Context: an optimization exercise on an open-source flow, tuned for small area. The choices shown serve that exercise and are no tape-out recipe. Only simulation tests tie the RTL to the original design; equivalence was not proved.

$ cat flow/config.mk
export PLATFORM = sky130hd
export DESIGN_NAME = inverter_5level_top
export DESIGN_NICKNAME = inverter_5level_top
export VERILOG_FILES = /design/flow/design.v
export SDC_FILE = /design/flow/constraint.sdc
export NUM_CORES = 4
export LEC_CHECK = 0
export CAP_MARGIN = 20
export CORE_MARGIN = 2
export CORE_UTILIZATION = 40
export SLEW_MARGIN = 20
$ cat flow/constraint.sdc
create_clock -name core_clock -period 10.0 [get_ports {clk}]
set_input_delay 2.0000 -clock core_clock [delete_from_list [all_inputs] [get_ports {clk}]]
set_output_delay 2.0000 -clock core_clock [all_outputs]
set_load 0.01 [all_outputs]
$ cat flow/design.v
module sine_generator (
    input  wire               clk,
    input  wire               rst_n,
    input  wire               enable,
    input  wire        [31:0] freq_increment,
    input  wire        [15:0] modulation_index,
    output wire signed [15:0] t_out,
    output wire               s_out
);
    reg [31:0] phase_acc;
    always @(posedge clk or negedge rst_n) begin
        if (!rst_n)
            phase_acc <= 32'd0;
        else if (enable)
            phase_acc <= phase_acc + freq_increment;
        else
            phase_acc <= 32'd0;
    end
    wire [7:0] p = phase_acc[31:24];
    wire [6:0] idx = p[6] ? (7'd64 - {1'b0, p[5:0]}) : {1'b0, p[5:0]};
    reg [14:0] quarter;
    always @(*) begin
        case (idx)
            7'd0: quarter = 15'd0;
            7'd1: quarter = 15'd804;
            7'd2: quarter = 15'd1607;
            7'd3: quarter = 15'd2410;
            7'd4: quarter = 15'd3211;
            7'd5: quarter = 15'd4011;
            7'd6: quarter = 15'd4807;
            7'd7: quarter = 15'd5601;
            7'd8: quarter = 15'd6392;
            7'd9: quarter = 15'd7179;
            7'd10: quarter = 15'd7961;
            7'd11: quarter = 15'd8739;
            7'd12: quarter = 15'd9511;
            7'd13: quarter = 15'd10278;
            7'd14: quarter = 15'd11038;
            7'd15: quarter = 15'd11792;
            7'd16: quarter = 15'd12539;
            7'd17: quarter = 15'd13278;
            7'd18: quarter = 15'd14009;
            7'd19: quarter = 15'd14732;
            7'd20: quarter = 15'd15446;
            7'd21: quarter = 15'd16150;
            7'd22: quarter = 15'd16845;
            7'd23: quarter = 15'd17530;
            7'd24: quarter = 15'd18204;
            7'd25: quarter = 15'd18867;
            7'd26: quarter = 15'd19519;
            7'd27: quarter = 15'd20159;
            7'd28: quarter = 15'd20787;
            7'd29: quarter = 15'd21402;
            7'd30: quarter = 15'd22004;
            7'd31: quarter = 15'd22594;
            7'd32: quarter = 15'd23169;
            7'd33: quarter = 15'd23731;
            7'd34: quarter = 15'd24278;
            7'd35: quarter = 15'd24811;
            7'd36: quarter = 15'd25329;
            7'd37: quarter = 15'd25831;
            7'd38: quarter = 15'd26318;
            7'd39: quarter = 15'd26789;
            7'd40: quarter = 15'd27244;
            7'd41: quarter = 15'd27683;
            7'd42: quarter = 15'd28105;
            7'd43: quarter = 15'd28510;
            7'd44: quarter = 15'd28897;
            7'd45: quarter = 15'd29268;
            7'd46: quarter = 15'd29621;
            7'd47: quarter = 15'd29955;
            7'd48: quarter = 15'd30272;
            7'd49: quarter = 15'd30571;
            7'd50: quarter = 15'd30851;
            7'd51: quarter = 15'd31113;
            7'd52: quarter = 15'd31356;
            7'd53: quarter = 15'd31580;
            7'd54: quarter = 15'd31785;
            7'd55: quarter = 15'd31970;
            7'd56: quarter = 15'd32137;
            7'd57: quarter = 15'd32284;
            7'd58: quarter = 15'd32412;
            7'd59: quarter = 15'd32520;
            7'd60: quarter = 15'd32609;
            7'd61: quarter = 15'd32678;
            7'd62: quarter = 15'd32727;
            7'd63: quarter = 15'd32757;
            7'd64: quarter = 15'd32767;
            default: quarter = 15'd0;
        endcase
    end
    wire signed [31:0] m = $signed({1'b0, quarter}) * $signed(modulation_index)
                         + $signed({17'd0, {15{p[7]}}});
    assign t_out = m[30:15];
    assign s_out = p[7];
endmodule
module carrier_generator (
    input  wire        clk,
    input  wire        rst_n,
    input  wire        enable,
    input  wire [15:0] freq_div,
    output wire [15:0] cu,
    output reg         sync_pulse
);
    reg [15:0] counter;
    reg        counter_dir;
    reg        prev_dir;
    wire wrap = (freq_div != 16'd0) && (counter >= freq_div - 16'd1);
    always @(posedge clk or negedge rst_n) begin
        if (!rst_n) begin
            counter     <= 16'd0;
            counter_dir <= 1'b0;
            prev_dir    <= 1'b0;
            sync_pulse  <= 1'b0;
        end else if (enable) begin
            if (wrap) begin
                counter     <= 16'd0;
                counter_dir <= ~counter_dir;
            end else begin
                counter     <= counter + 16'd1;
            end
            prev_dir   <= counter_dir;
            sync_pulse <= ~prev_dir & counter_dir;
        end else begin
            counter     <= 16'd0;
            counter_dir <= 1'b0;
            sync_pulse  <= 1'b0;
        end
    end
    assign cu = counter_dir ? {counter[15], ~counter[14:0]} : counter;
endmodule
module pwm_comparator #(
    parameter RESET_CMP = 1'b0
)(
    input  wire       clk,
    input  wire       rst_n,
    input  wire       enable,
    input  wire       cmp_next,
    input  wire [7:0] deadtime,
    output wire       pwm_high,
    output wire       pwm_low
);
    reg       cmp;
    reg       pwm_raw;
    reg       pwm_raw_prev;
    reg [7:0] deadtime_counter;
    reg       out_en;
    always @(posedge clk or negedge rst_n) begin
        if (!rst_n) begin
            cmp              <= RESET_CMP;
            pwm_raw          <= 1'b0;
            pwm_raw_prev     <= 1'b0;
            deadtime_counter <= 8'd0;
            out_en           <= 1'b0;
        end else if (enable) begin
            cmp          <= cmp_next;
            pwm_raw      <= cmp;
            pwm_raw_prev <= pwm_raw;
            if (pwm_raw != pwm_raw_prev) begin
                deadtime_counter <= deadtime;
                out_en           <= 1'b0;
            end else if (deadtime_counter != 8'd0) begin
                deadtime_counter <= deadtime_counter - 8'd1;
                out_en           <= 1'b0;
            end else begin
                out_en           <= 1'b1;
            end
        end else begin
            cmp              <= RESET_CMP;
            pwm_raw          <= 1'b0;
            pwm_raw_prev     <= 1'b0;
            deadtime_counter <= 8'd0;
            out_en           <= 1'b0;
        end
    end
    assign pwm_high = out_en & pwm_raw_prev;
    assign pwm_low  = out_en & ~pwm_raw_prev;
endmodule
module inverter_5level_top #(
    parameter DATA_WIDTH = 16,
    parameter PHASE_WIDTH = 32,
    parameter DEADTIME_WIDTH = 8,
    parameter CARRIER_DIV_WIDTH = 16
)(
    input  wire                         clk,
    input  wire                         rst_n,
    input  wire                         enable,
    input  wire [PHASE_WIDTH-1:0]       freq_50hz,
    input  wire [DATA_WIDTH-1:0]        modulation_index,
    input  wire [DEADTIME_WIDTH-1:0]    deadtime_cycles,
    input  wire [CARRIER_DIV_WIDTH-1:0] carrier_freq_div,
    output wire                         pwm1_ch1_high,
    output wire                         pwm1_ch1_low,
    output wire                         pwm1_ch2_high,
    output wire                         pwm1_ch2_low,
    output wire                         pwm2_ch1_high,
    output wire                         pwm2_ch1_low,
    output wire                         pwm2_ch2_high,
    output wire                         pwm2_ch2_low,
    output wire                         sync_pulse,
    output wire                         fault
);
    wire signed [15:0] t;
    wire               s;
    wire        [15:0] cu;
    sine_generator sine_gen (
        .clk            (clk),
        .rst_n          (rst_n),
        .enable         (enable),
        .freq_increment (freq_50hz),
        .modulation_index (modulation_index),
        .t_out          (t),
        .s_out          (s)
    );
    carrier_generator carrier_gen (
        .clk        (clk),
        .rst_n      (rst_n),
        .enable     (enable),
        .freq_div   (carrier_freq_div),
        .cu         (cu),
        .sync_pulse (sync_pulse)
    );
    wire signed [15:0] c2 = cu ^ {16{s}};
    wire signed [15:0] c1 = c2 ^ 16'h8000;
    wire cmp1 = s ^ (t > c1);
    wire cmp2 = s ^ (t > c2);
    wire h1, l1, h2, l2;
    pwm_comparator #(.RESET_CMP(1'b1)) pwm1 (
        .clk (clk), .rst_n (rst_n), .enable (enable),
        .cmp_next (cmp1), .deadtime (deadtime_cycles),
        .pwm_high (h1), .pwm_low (l1)
    );
    pwm_comparator #(.RESET_CMP(1'b0)) pwm2 (
        .clk (clk), .rst_n (rst_n), .enable (enable),
        .cmp_next (cmp2), .deadtime (deadtime_cycles),
        .pwm_high (h2), .pwm_low (l2)
    );
    assign pwm1_ch1_high = h1;
    assign pwm1_ch1_low  = l1;
    assign pwm1_ch2_high = h1;
    assign pwm1_ch2_low  = l1;
    assign pwm2_ch1_high = h2;
    assign pwm2_ch1_low  = l2;
    assign pwm2_ch2_high = h2;
    assign pwm2_ch2_low  = l2;
    assign fault = 1'b0;
endmodule
$ cat flow/run.sh
#!/bin/bash
# synth_recipe.tcl (not shown) runs the flow's synth.tcl, then flattens the netlist and writes it again
# the make line also repeats each setting of config.mk as NAME=value (left out here)
make -C /OpenROAD-flow-scripts/flow DESIGN_CONFIG=/design/flow/config.mk WORK_HOME=/design/flow/orfs CLKGATE_MAP_FILE= SYNTH_SCRIPT=/design/flow/synth_recipe.tcl finish
==> flow_summary.yaml <==
status:
  status: "finished clean"
min_path:
  hold_class: "register to register"
  holdPathEnd: "carrier_gen.sync_pulse"
  min_from: "carrier_gen.prev_dir"
  whs_path_depth: 1
timing:
  max_freq_mhz: 103
  post-route-period-util_pct: 96.8
  finClkSkew_ns: 0.00742
  layout_setup_ws_ns: 0.317
  slew_viol_final: 0
  worstMarginPinSlew_ns: 0.935
  min_period_ns: 9.68
  hold_viol: 0
  slew_headroom_pct: 37.6
  fin_setup_tns_ns: 0
  rsz0062_at_grt: "yes"
  setup_viol: 0
global_routing:
  grt_pass1_vias: 14500
  grt_antenna_before_repair: 0
  grt_pass1_wl_um: 70300
  gr-total-overflow: 0
  track_usage_pct: 21.1
  grt_max_degree: 76
route:
  drc: 0
  dr.pass1.iters: 6
  vias_per_cell: 5.23
  wl_per_cell_um: 16.2
  vias: 13400
  drt_iter0_markers: 605
  routed_wl_um: 41500
  detail-route-antenna-nets: 0
synth:
  synthCells: 1842
  synth-seq-cells: 75
  synthArstFlopShare_pct: 100
  avgSynthCellArea_um2: 8.47
  synth_edf_count: 0
  synth_top_area_share_pct: 24.9
  synth_flop_cell: "dfrtp_1"
  yosysWarnings: 4
  yosysUniqueCellTypes: 82
  syn_nets: 2296
  netlist_top_cells_area: "fa_1 (25%), ha_1 (15%), dfrtp_1 (12%), inv_1 (6.6%), nor2_1 (3.9%)"
  netlist_area_um2: 15600
  ys_seq_area_share_pct: 12.0
  synth_area_leader_cell: "fa_1"
clock_network:
  clkSinkCount: 75
  clk_pin_slew_ns: 0.06
  h-tree-depth: 3
  holdBufCountCts: 0
  root_buffer: "clkbuf_16"
  clock_latency_ns: 0.34
  cts_tree: "yes"
  ctsLongestPathBuffers: 2
  cts_buffers: 9
critical_path:
  path_class: "register to register"
  critPathLaunchType: "register"
  rr_endpoint: "pwm1.cmp"
  r2r-start: "sine_gen.phase_acc[24]"
  rr_worst_depth: 42
  end_kind: "register"
  crit_top_cell: "buf_4"
  ff2ff_setup_slack_ns: 0.32
  worstPathMaxFanout: 7
  max_stage_delay_ns: 0.55
  cp_slowest_cell: "fa_1"
  crit_arrival_ns: 9.95
  worstPathRequired_ns: 10.27
layout:
  drive_above_1_share_pct: 14.0
  final_cell_mix: "inv_1 (269), fa_1 (193), ha_1 (180)"
  syn2layout_area_growth_pct: 21.0
  final_common_cell: "inv_1"
  layout.nets: 2495
  fin_cells: 2564
  antennaDiodeCount: 0
  final_util_pct: 49.0
place:
  dp_hpwl_um: 34200
  place_ws_ns: -0.482
  routabilityCongestion: 0.889
  dp_cells: 2533
  portBuffers: 83
die:
  die_y_um: 202
  rows: 72
  die_w_um: 202
  ioPinCount: 85
  initial_core_util_pct: 40.5
  dieArea_um2: 40600
  core_area_um2: 38600
run:
  maxCapViolations: 0
-- worst max-delay path: cells and delay by family (launching register included) --
family                   cells  cell delay, ns
adder cells (fa/ha/maj)      9            3.38
multiplexers                 1            0.22
buffers and inverters       11            1.19
AO/OA/AOI/OAI               14            2.74
flip-flops                   1            0.43
AND/OR/NAND/NOR              7            1.63
-- layer usage --
layer	GRT usage, %	share of wire (%)
met2	38.3	50
met3	1.73	3.9
met5	0	0
met1	26.4	43
met4	6.70	2.7
-- timing repair --
item / CTS / global route
pin swaps: 6 / 35
setup endpoints to repair: 2 / 2
resized for setup: 13 / 61
setup buffers: 3 / 12
-- kinds of logic after synthesis --
logic type,synth area share [%]
DFF,12.0
xor gates and xnor gates,5.77
adders and majority gates,39.7
and+or+nand+nor,19.1
muxes,0.802
other,0.0240
buffers and inverters,9.00
AOI/OAI and AO/OA,13.6
-- worst max path at each step --
| stage | start | end | slack [ns] | cells past startpoint |
|---|---|---|---|---|
| final | sine_gen.phase_acc[24] | pwm1.cmp | 0.32 | 42 |
| after floorplan | sine_gen.phase_acc[24] | pwm1.cmp | 0.01 | 39 |
| after CTS | sine_gen.phase_acc[24] | pwm1.cmp | 0.03 | 39 |
| after global routing | sine_gen.phase_acc[24] | pwm1.cmp | -0.08 | 40 |
| after global placement | sine_gen.phase_acc[24] | pwm1.cmp | -0.47 | 40 |
| after detailed placement | sine_gen.phase_acc[24] | pwm1.cmp | -0.48 | 40 |
-- stage by stage --
| step | instance area [um2] | hold slack [ns] |
|---|---|---|
| finish | 18900 | 0.442 |
| global route | 18900 | 0.461 |
| CTS | 18500 | 0.454 |
| detailed placement | 18100 | 0.449 |
| global placement | 18100 | 0.450 |
| floorplan | 15600 | 0.403 |
-- sequential cells by signal, summed over array words and instances (netlist names) --
name / count
pwm1.pwm_raw: 1
carrier_gen.counter: 16
sine_gen.phase_acc: 32
carrier_gen.prev_dir: 1
pwm2.out_en: 1
pwm1.cmp: 1
pwm1.deadtime_counter: 8
pwm2.cmp: 1
pwm1.out_en: 1
pwm2.pwm_raw_prev: 1
carrier_gen.counter_dir: 1
pwm1.pwm_raw_prev: 1
carrier_gen.sync_pulse: 1
pwm2.deadtime_counter: 8
pwm2.pwm_raw: 1
-- cell usage after synthesis (all sizes together), types with 4 or more instances --
| cell | instances |
|---|---|
| a311oi | 4 |
| nand3 | 53 |
| a31oi | 10 |
| o21ai | 65 |
| nor3 | 28 |
| clkbuf | 44 |
| o22ai | 5 |
| dfrtp | 74 |
| nor2b | 34 |
| or4 | 6 |
| nand2b | 22 |
| ha | 185 |
| fa | 194 |
| and2 | 90 |
| nor4 | 7 |
| nor2 | 163 |
| a21oi | 74 |
| a221oi | 4 |
| and4 | 4 |
| o41ai | 4 |
| o21bai | 9 |
| buf | 36 |
| a21o | 29 |
| or3 | 9 |
| nand2 | 154 |
| xor2 | 32 |
| or2 | 11 |
| o31ai | 9 |
| o221ai | 5 |
| and3 | 7 |
| mux2i | 8 |
| o21a | 14 |
| inv | 275 |
| o311ai | 4 |
| o211ai | 17 |
| a211oi | 29 |
| nand4 | 10 |
| xnor2 | 67 |
-- cell type report --
cell class / count / area (um2)
timing repair buffer: 268 / 2360
clock inverter: 5 / 85.1
sequential: 75 / 1880
tap: 518 / 648
fill: 3794 / 19700
clock buffer: 11 / 243
multi-input combinational: 1412 / 12600
inverter: 275 / 1030

==> afterwards: timing with drivers on the ports <==
The flow's constraints put no driver on any port. The routed layout listed below was extracted and timed again, unchanged, in two steps. Step 1: set_driving_cell puts a clkbuf_16 on clk and a buf_2 on each other input, an assumption about the parent block. Step 2 moves the port delays by t, midway between the first and last clock arrival at a register: inputs arrive t later, outputs are due t later. That takes back most of the time a late clock gives input paths. Three values: ideal ports, drivers, drivers and shift; two values: the first two.
t, ns: 0.378
setup slack, ns: 0.317 / 0.317 / 0.096
worst hold slack (ns): 0.442 / 0.442 / 0.442
worst register clock-pin slew, ns: 0.06 / 0.06
pins driven straight from the clock port: 1
After both steps setup and hold are still met in this run. The setup slack of this run moves by 0.000 ns with the drivers and by -0.221 ns with both steps.
